This is an optimization exercise on Yosys and OpenROAD, whose aim is small area and a short achievable clock period, not a production implementation.
Where RTL was checked, it was by simulation tests only, not by an equivalence proof against the original.

== harbor ==
Design adaptive_filter, start of the top module:
module adaptive_filter(
    input wire clk,
    input wire rst_n,
    input wire [31:0] input_signal,
    input wire [31:0] desired_signal,
    output wire [31:0] filtered_signal
);
Settings: LEC_CHECK=0, CAP_MARGIN=20, CORE_MARGIN=2, CORE_UTILIZATION=55, PLACE_DENSITY=0.75, SETUP_SLACK_MARGIN=3.5, SLEW_MARGIN=20; clock period 7.5 ns.
standard.sh (not shown) runs the stock make flow with config.mk's settings and CLKGATE_MAP_FILE= SYNTH_SCRIPT=/design/flow/synth_recipe.tcl, a recipe that flattens the netlist after the stock synthesis.
==> flow/flow/run.sh <==
#!/bin/bash
# Own layout flow: the standard flow (standard.sh) with two changes:
# 1. The synthesis skips the generic 'abc -fast' pass that Yosys's synth runs
#    before ORFS extracts full/half adders, so the adder trees written in the
#    RTL reach extract_fa as written; ABC still maps all remaining logic at
#    the end, as in the standard flow. Registers and their names are the
#    standard synthesis's.
# 2. Each input and output port gets a plain sky130_fd_sc_hd__buf_2 as its
#    port buffer (the standard flow picks clkdlybuf4s50_1, a slower and
#    larger delay cell). Every port is still buffered.
set -euo pipefail
cd "$(dirname "$0")/.."
sed '1s/.*/proc synth {args} { if {[lsearch -exact $args fine:] >= 0} { yosys synth -nofsm -noshare -noabc {*}$args } else { yosys synth -nofsm -noshare {*}$args } }/' \
  synth_recipe.tcl > own_synth.tcl
sed -e 's#synth_recipe\.tcl#own_synth.tcl#g' \
    -e 's#^make \(.*\) "\${@:-finish}"$#make \1 "BUFFER_PORTS_ARGS=-buffer_cell sky130_fd_sc_hd__buf_2" "${@:-finish}"#' \
  standard.sh > own_standard.sh
bash own_standard.sh finish > own_flow.log 2>&1
harbor | status: complete | timing, DRC, antenna: pass
Input changes introduced in maple (baseline for comparison: harbor):
==> flow/run.sh (new file) <==
#!/bin/bash
# synth_recipe.tcl (not shown) runs the flow's synth.tcl, then flattens the netlist and writes it again
# the make line also repeats each setting of config.mk as NAME=value (left out here)
make -C /OpenROAD-flow-scripts/flow DESIGN_CONFIG=/design/flow/config.mk WORK_HOME=/design/flow/orfs CLKGATE_MAP_FILE= SYNTH_SCRIPT=/design/flow/synth_recipe.tcl finish
-- flow/config.mk --
<<< harbor, line 10
export CORE_UTILIZATION = 55
export PLACE_DENSITY = 0.75
export SETUP_SLACK_MARGIN = 3.5
>>> maple, line 10
export CORE_UTILIZATION = 55
export SETUP_SLACK_MARGIN = 3.5
removed: flow/flow/run.sh
removed: flow/standard.sh
--- outcome ---
- Any difference in hold slack between harbor and maple is small enough to ignore.
- Number of non-clock buffers in the layout: harbor and maple compared, lower one is harbor
- Of harbor and maple, maple shows the lower number of antenna violations at the first check in global routing, with harbor above it.
- Compared with harbor, in maple register cell area after layout level; first-iteration detailed-routing DRC count moved up.
- Detailed-placement wirelength estimate in maple is 7.7% higher than in harbor
diff inputs: maple => indigo
-- flow/config.mk --
<<< maple, line 9
export CORE_MARGIN = 2
export CORE_UTILIZATION = 55
export SETUP_SLACK_MARGIN = 3.5
>>> indigo, line 9
export CORE_MARGIN = 2
export CORE_UTILIZATION = 40
export SETUP_SLACK_MARGIN = 3.5
==> comparison <==
Critical path depth: maple vs indigo identical
indigo and maple ended up with roughly the same detailed-routing wirelength on met1.
Note that the final cell count recorded for indigo amounts to 1.06 times the value seen in maple.
For ember, these inputs were changed with respect to indigo:
==> flow/flow/run.sh (new file) <==
#!/bin/bash
# Own layout flow: the standard flow (standard.sh) with three changes:
# 1. The synthesis skips the generic 'abc -fast' pass that Yosys's synth runs
#    before ORFS extracts full/half adders, so the adder trees written in the
#    RTL reach extract_fa as written; ABC still maps all remaining logic at
#    the end, as in the standard flow. Registers and their names are the
#    standard synthesis's.
# 2. Each input and output port gets a plain sky130_fd_sc_hd__buf_2 as its
#    port buffer (the standard flow picks clkdlybuf4s50_1, a slower and
#    larger delay cell). Every port is still buffered.
# 3. Clock tree synthesis runs with ORFS's usual arguments plus
#    -dont_use_dummy_load (no extra load cells hung on the clock tree).
set -euo pipefail
cd "$(dirname "$0")/.."
sed '1s/.*/proc synth {args} { if {[lsearch -exact $args fine:] >= 0} { yosys synth -nofsm -noshare -noabc {*}$args } else { yosys synth -nofsm -noshare {*}$args } }/' \
  synth_recipe.tcl > own_synth.tcl
sed -e 's#synth_recipe\.tcl#own_synth.tcl#g' \
    -e 's#^make \(.*\) "\${@:-finish}"$#make \1 "BUFFER_PORTS_ARGS=-buffer_cell sky130_fd_sc_hd__buf_2" "CTS_ARGS=-sink_clustering_enable -repair_clock_nets -dont_use_dummy_load" "${@:-finish}"#' \
  standard.sh > own_standard.sh
bash own_standard.sh finish > own_flow.log 2>&1
==> flow/standard.sh (new file) <==
#!/bin/bash
# synth_recipe.tcl (not shown) runs the flow's synth.tcl, then flattens the netlist and writes it again
# the make line also repeats each setting of config.mk as NAME=value (left out here)
make -C /OpenROAD-flow-scripts/flow DESIGN_CONFIG=/design/flow/config.mk WORK_HOME=/design/flow/orfs CLKGATE_MAP_FILE= SYNTH_SCRIPT=/design/flow/synth_recipe.tcl "${@:-finish}"
-- flow/config.mk --
<<< indigo, line 9
export CORE_MARGIN = 2
export CORE_UTILIZATION = 40
export SETUP_SLACK_MARGIN = 3.5
>>> ember, line 9
export CORE_MARGIN = 2
export CORE_UTILIZATION = 50
export SETUP_SLACK_MARGIN = 3.5
removed: flow/run.sh
==> comparison <==
- The detailed-route wire length of ember falls short of that of indigo by about 2.5%.
- Re signed area change from the synthesized netlist to the final layout: ember is 4.0 points down on indigo.
- The run showing the greater share of the clock period used by the worst path after layout is ember.
- Where worst hold slack is concerned, indigo is better than ember.
- Changes observed in ember relative to indigo: worst setup margin went down by 150 ps; global-route wire length before repair went down by about 3.4%; clock period minus worst slack went up by 150 ps; buffer count excluding the clock tree in the final layout went up by 11.
- Sort ember and indigo by average detailed-routed wire length per instance desc -> top: ember

* * *

Another version of the RTL of adaptive_filter (not shown whole).
Size: about 98 I/O pins, roughly 19000 sq um of cells after synthesis.
Settings: LEC_CHECK=0, CAP_MARGIN=20, CORE_MARGIN=2, CORE_UTILIZATION=40, SETUP_SLACK_MARGIN=3, SLEW_MARGIN=20; clock period 7.5 ns.
run.sh (not shown) runs the stock make flow with config.mk's settings and CLKGATE_MAP_FILE= SYNTH_SCRIPT=/design/flow/synth_recipe.tcl, a recipe that flattens the netlist after the stock synthesis.
Stock flow here: none of the scripts above is used.
Change:
--- a/flow/config.mk
+++ b/flow/config.mk
@@ -11 +10,0 @@
-export SETUP_SLACK_MARGIN = 3
Effect:
- The new run ran to the end with no violations
- die area does not change
- synthesized area is unchanged
- hold slack is about the same
- synthesized cell count stays the same
- non-clock buffer count drops by 24
- setup slack loses 0.78 ns
- clock-buffer cell count does not change
- first-iteration DRC count drops by 2.2%
- global-route usage drops by 0.12 points
- register-to-register slack loses 0.78 ns
No run of this note included a check of the RTL's function; only the layout flow was run.

* * *

Another version of the RTL of adaptive_filter (not shown whole).
Size in the first run: about 1,500 cells after synthesis, ~280 flip-flops, about 98 I/O pins, about 18,000 um2 of cells after synthesis.
clock: 7.5 ns
lec_check: 0
cap_margin: 20
core_margin: 2
core_utilization: 55
setup_slack_margin: 3.5
slew_margin: 20
standard.sh (not shown) runs the stock make flow with config.mk's settings and CLKGATE_MAP_FILE= SYNTH_SCRIPT=/design/flow/synth_recipe.tcl, a recipe that flattens the netlist after the stock synthesis.
==> flow/flow/run.sh <==
#!/bin/bash
# Own layout flow: the standard flow (standard.sh) with three changes:
# 1. The synthesis skips the generic 'abc -fast' pass that Yosys's synth runs
#    before ORFS extracts full/half adders, so the adder trees written in the
#    RTL reach extract_fa as written; ABC still maps all remaining logic at
#    the end, as in the standard flow. Registers and their names are the
#    standard synthesis's.
# 2. Each input and output port gets a plain sky130_fd_sc_hd__buf_2 as its
#    port buffer (the standard flow picks clkdlybuf4s50_1, a slower and
#    larger delay cell). Every port is still buffered.
# 3. Clock tree synthesis runs with ORFS's usual arguments plus
#    -dont_use_dummy_load (no extra load cells hung on the clock tree).
set -euo pipefail
cd "$(dirname "$0")/.."
sed '1s/.*/proc synth {args} { if {[lsearch -exact $args fine:] >= 0} { yosys synth -nofsm -noshare -noabc {*}$args } else { yosys synth -nofsm -noshare {*}$args } }/' \
  synth_recipe.tcl > own_synth.tcl
sed -e 's#synth_recipe\.tcl#own_synth.tcl#g' \
    -e 's#^make \(.*\) "\${@:-finish}"$#make \1 "BUFFER_PORTS_ARGS=-buffer_cell sky130_fd_sc_hd__buf_2" "CTS_ARGS=-sink_clustering_enable -repair_clock_nets -dont_use_dummy_load" "${@:-finish}"#' \
  standard.sh > own_standard.sh
bash own_standard.sh finish > own_flow.log 2>&1
The starting point went through all stages and came out clean.
Change:
SETUP_SLACK_MARGIN = 3.3   (was 3.5)
=>
- The new run finished clean
- clock-buffer cell count went down by 1
- cell count falls by about 1.1%
- area after synthesis stays the same
- routed wire length drops by about 1%
- sequential cell count stays the same
- design area shrinks by about 2.2%
- fmax decreases by 2.8%
- setup slack degrades by 110 ps
- sequential share of layout area goes up by 0.64 points
- non-clock buffer count goes down by 20
Function was not checked in any run of this note: the RTL went through the layout flow alone.

* * *

== raven ==
RTL: one of the versions met above, not the one the previous note started from.
For scale: ~280 flip-flops, ~18,000 um^2 of cells after synthesis.
## adaptive_filter
module adaptive_filter(
    input wire clk,
    input wire rst_n,
    input wire [31:0] input_signal,
    input wire [31:0] desired_signal,
    output wire [31:0] filtered_signal
);
export LEC_CHECK = 0
export CAP_MARGIN = 20
export CORE_MARGIN = 2
export CORE_UTILIZATION = 45
export SETUP_SLACK_MARGIN = 3.5
export SLEW_MARGIN = 20
create_clock -name core_clock -period 7.5 [get_ports {clk}]
==> flow/flow/run.sh <==
#!/bin/bash
# Own layout flow: the standard flow (standard.sh) with two changes:
# 1. The synthesis skips the generic 'abc -fast' pass that Yosys's synth runs
#    before ORFS extracts full/half adders, so the adder trees written in the
#    RTL reach extract_fa as written; ABC still maps all remaining logic at
#    the end, as in the standard flow. Registers and their names are the
#    standard synthesis's.
# 2. Each input and output port gets a plain sky130_fd_sc_hd__buf_2 as its
#    port buffer (the standard flow picks clkdlybuf4s50_1, a slower and
#    larger delay cell). Every port is still buffered.
set -euo pipefail
cd "$(dirname "$0")/.."
sed '1s/.*/proc synth {args} { if {[lsearch -exact $args fine:] >= 0} { yosys synth -nofsm -noshare -noabc {*}$args } else { yosys synth -nofsm -noshare {*}$args } }/' \
  synth_recipe.tcl > own_synth.tcl
sed -e 's#synth_recipe\.tcl#own_synth.tcl#g' \
    -e 's#^make \(.*\) "\${@:-finish}"$#make \1 "BUFFER_PORTS_ARGS=-buffer_cell sky130_fd_sc_hd__buf_2" "${@:-finish}"#' \
  standard.sh > own_standard.sh
bash own_standard.sh finish > own_flow.log 2>&1
raven was carried through to the last stage, and its layout satisfied the timing, DRC and antenna checks.
Setup changes, raven to pepper
- a change of CORE_UTILIZATION from 45 to 55
==> flow/flow/run.sh <==
#!/bin/bash
# Own layout flow: the standard flow (standard.sh) with three changes:
# 1. The synthesis skips the generic 'abc -fast' pass that Yosys's synth runs
#    before ORFS extracts full/half adders, so the adder trees written in the
#    RTL reach extract_fa as written; ABC still maps all remaining logic at
#    the end, as in the standard flow. Registers and their names are the
#    standard synthesis's.
# 2. Each input and output port gets a plain sky130_fd_sc_hd__buf_1 as its
#    port buffer (the standard flow picks clkdlybuf4s50_1, a slower and
#    larger delay cell). Every port is still buffered.
# 3. Clock tree synthesis runs with ORFS's usual arguments plus
#    -dont_use_dummy_load (no extra load cells hung on the clock tree).
set -euo pipefail
cd "$(dirname "$0")/.."
sed '1s/.*/proc synth {args} { if {[lsearch -exact $args fine:] >= 0} { yosys synth -nofsm -noshare -noabc {*}$args } else { yosys synth -nofsm -noshare {*}$args } }/' \
  synth_recipe.tcl > own_synth.tcl
sed -e 's#synth_recipe\.tcl#own_synth.tcl#g' \
    -e 's#^make \(.*\) "\${@:-finish}"$#make \1 "BUFFER_PORTS_ARGS=-buffer_cell sky130_fd_sc_hd__buf_1" "CTS_ARGS=-sink_clustering_enable -repair_clock_nets -dont_use_dummy_load" "${@:-finish}"#' \
  standard.sh > own_standard.sh
bash own_standard.sh finish > own_flow.log 2>&1
[compare] base=raven new=pepper: overall global routing resource usage picked up an extra 5.1 points; total length of routed wires neither gained nor lost much; later-pin clock latency in the skew report lost 0.03 ns.
Comparing raven against pepper, there is no change at all in total number of multi-input combinational cells.
Looking at hold slack, pepper sits 0.0034 ns below raven.
For the core utilization, pepper came in 10 points higher than raven did.
## Diff of input files: juniper against pepper
- changing SETUP_SLACK_MARGIN from 3.5 to 3.7
==> flow/flow/run.sh <==
#!/bin/bash
# Own layout flow: the standard flow (standard.sh, standard synthesis)
# unchanged, except that each input and output port gets a plain
# sky130_fd_sc_hd__buf_2 as its port buffer (the standard flow picks
# clkdlybuf4s50_1, a slower and larger delay cell). Every port is still
# buffered; the resizer may resize these buffers like any other.
set -euo pipefail
cd "$(dirname "$0")/.."
sed 's#^make \(.*\) "\${@:-finish}"$#make \1 "BUFFER_PORTS_ARGS=-buffer_cell sky130_fd_sc_hd__buf_2" "${@:-finish}"#' \
  standard.sh > own_standard.sh
grep -c BUFFER_PORTS_ARGS own_standard.sh > own_standard.check.log
bash own_standard.sh finish > own_flow.log 2>&1
Findings:
[compare] base=pepper new=juniper: growth of design area from synthesis to finish moved up; wire length of the first global-routing pass moved up; cell area after technology mapping moved up; post-synthesis instance total moved up; final critical-path required period moved down.
[inputs] zinc vs juniper
- SETUP_SLACK_MARGIN changed from 3.7 to 3.5
==> flow/flow/run.sh <==
#!/bin/bash
# Own layout flow: the standard flow (standard.sh) with three changes:
# 1. The synthesis skips the generic 'abc -fast' pass that Yosys's synth runs
#    before ORFS extracts full/half adders, so the adder trees written in the
#    RTL reach extract_fa as written; ABC still maps all remaining logic at
#    the end, as in the standard flow. Registers and their names are the
#    standard synthesis's.
# 2. Each input and output port gets a plain sky130_fd_sc_hd__buf_2 as its
#    port buffer (the standard flow picks clkdlybuf4s50_1, a slower and
#    larger delay cell). Every port is still buffered.
# 3. Clock tree synthesis runs with ORFS's usual arguments plus
#    -dont_use_dummy_load (no extra load cells hung on the clock tree).
set -euo pipefail
cd "$(dirname "$0")/.."
sed '1s/.*/proc synth {args} { if {[lsearch -exact $args fine:] >= 0} { yosys synth -nofsm -noshare -noabc {*}$args } else { yosys synth -nofsm -noshare {*}$args } }/' \
  synth_recipe.tcl > own_synth.tcl
sed -e 's#synth_recipe\.tcl#own_synth.tcl#g' \
    -e 's#^make \(.*\) "\${@:-finish}"$#make \1 "BUFFER_PORTS_ARGS=-buffer_cell sky130_fd_sc_hd__buf_2" "CTS_ARGS=-sink_clustering_enable -repair_clock_nets -dont_use_dummy_load" "${@:-finish}"#' \
  standard.sh > own_standard.sh
bash own_standard.sh finish > own_flow.log 2>&1
## What came out
- juniper leaves more setup margin than zinc.
- Compare juniper and zinc | final instance area lower: zinc
- juniper ended up with e[0] as its critical path startpoint; zinc ended up with e[1].
- juniper → zinc: multi-input logic portion of the cell area now larger, final cell count now smaller.
- Going from juniper to zinc, number of cells on the worst reg-to-reg path went down; length of routed wiring on met1 decreased by 4.4% relative to the old numbers; routed wire length has decreased; mean number of vias per cell shows an increase of 5.8%.
- Across juniper and zinc, the outcome is the same: a clean finish for every run.
- Layout inverter count without the clock tree was higher in juniper than in zinc.
Setup changes, zinc to nickel
- CORE_UTILIZATION: 55 -> 40
- SETUP_SLACK_MARGIN: 3.5 -> 4
==> flow/run.sh (new file) <==
#!/bin/bash
# synth_recipe.tcl (not shown) runs the flow's synth.tcl, then flattens the netlist and writes it again
# the make line also repeats each setting of config.mk as NAME=value (left out here)
make -C /OpenROAD-flow-scripts/flow DESIGN_CONFIG=/design/flow/config.mk WORK_HOME=/design/flow/orfs CLKGATE_MAP_FILE= SYNTH_SCRIPT=/design/flow/synth_recipe.tcl finish
removed: flow/flow/run.sh
removed: flow/standard.sh
Findings:
- Number of design-rule violations left by the first detailed-router iteration | nickel above zinc
- nickel vs zinc — instance count of the mapped netlist climbed by more than 10%
- nickel vs. zinc: final critical-path required period went down by 0.10 ns.
- Area after synthesis: lower on zinc
- Compared with zinc, in nickel worst-margin pin slew has decreased; vertical die dimension has increased; sequential share of the synthesized area has decreased.
- Diff zinc -> nickel: via count saw an increase, setup slack went up by 0.10 ns.
The inputs of cedar differ from those of nickel as listed below.
- swapping 40 for 55 in CORE_UTILIZATION
- putting CTS_BUF_LIST at sky130_fd_sc_hd__clkbuf_4 sky130_fd_sc_hd__clkbuf_8 where nothing was set
- swapping 4 for 3.5 in SETUP_SLACK_MARGIN
Delta(share of the final layout cell area in multi-input gates, cedar - nickel) > 0
Looking at share of the clock period used by the worst path across nickel and cedar, the one that comes out lower is nickel.
Per the comparison of cedar with nickel, global-route wire length before repair decreased by 4.6% relative to the old numbers; total die area decreased by 27% relative to the old numbers; remaining max-slew budget at the tightest pin decreased by 4.6 points relative to the old numbers; critical path depth decreased by 1 relative to the old numbers.

## what the ideal ports hide
The results above use ideal ports. As a check the final layouts listed here were re-extracted and re-timed, cells and wires unchanged.
Step 1 (the two cells are an assumption about what drives the block):
set clk [get_ports {clk}]
set_driving_cell -lib_cell sky130_fd_sc_hd__clkbuf_16 $clk
set_driving_cell -lib_cell sky130_fd_sc_hd__buf_2 [delete_from_list [all_inputs] $clk]
Step 2 adds t to the input delays and takes it off the output delays; t is the mean of the earliest and latest rising clock arrival at the registers after step 1. Input paths then give back, and output paths get back, about the clock's delay inside the block.
a / b / c = no drivers / after step 1 / after step 2; a / b = the first two.
| run | t (ns) | setup slack, ns | hold slack, ns | slew at the worst register clock pin (ns) | worst data-port slew with drivers (ns) |
|---|---|---|---|---|---|
| harbor | 0.604 | 3.466 / 3.466 / 3.466 | 0.319 / 0.319 / 0.319 | 0.07 / 0.07 | 0.04 |
| maple | 0.610 | 3.575 / 3.575 / 3.338 | 0.317 / 0.317 / 0.317 | 0.07 / 0.07 | 0.04 |
| indigo | 0.633 | 3.588 / 3.588 / 3.163 | 0.324 / 0.324 / 0.324 | 0.07 / 0.07 | 0.04 |
| ember | 0.589 | 3.434 / 3.434 / 3.434 | 0.319 / 0.319 / 0.319 | 0.06 / 0.06 | 0.03 |
| the first run of note 2 | 0.633 | 3.149 / 3.149 / 2.559 | 0.322 / 0.322 / 0.322 | 0.07 / 0.07 | 0.05 |
| the second run of note 2 | 0.614 | 2.371 / 2.371 / 2.068 | 0.323 / 0.323 / 0.323 | 0.07 / 0.07 | 0.05 |
| the first run of note 3 | 0.601 | 3.577 / 3.577 / 3.098 | 0.314 / 0.314 / 0.314 | 0.06 / 0.06 | 0.04 |
| the second run of note 3 | 0.614 | 3.466 / 3.466 / 3.173 | 0.314 / 0.314 / 0.314 | 0.07 / 0.07 | 0.03 |
| raven | 0.634 | 3.577 / 3.577 / 3.577 | 0.320 / 0.320 / 0.320 | 0.07 / 0.07 | 0.04 |
| pepper | 0.598 | 3.562 / 3.562 / 3.562 | 0.316 / 0.316 / 0.316 | 0.06 / 0.06 | 0.03 |
| juniper | 0.619 | 3.629 / 3.629 / 3.629 | 0.318 / 0.318 / 0.318 | 0.07 / 0.07 | 0.03 |
| zinc | 0.593 | 3.563 / 3.563 / 3.563 | 0.318 / 0.318 / 0.318 | 0.06 / 0.06 | 0.03 |
| nickel | 0.635 | 3.668 / 3.668 / 3.409 | 0.321 / 0.321 / 0.321 | 0.07 / 0.07 | 0.05 |
| cedar | 0.611 | 3.585 / 3.585 / 3.343 | 0.324 / 0.324 / 0.324 | 0.07 / 0.07 | 0.04 |
After both steps setup and hold are still met in every run listed. For the first run of note 2, which loses most, drivers alone change the setup slack by 0.000 ns; drivers and shift together by -0.590 ns.
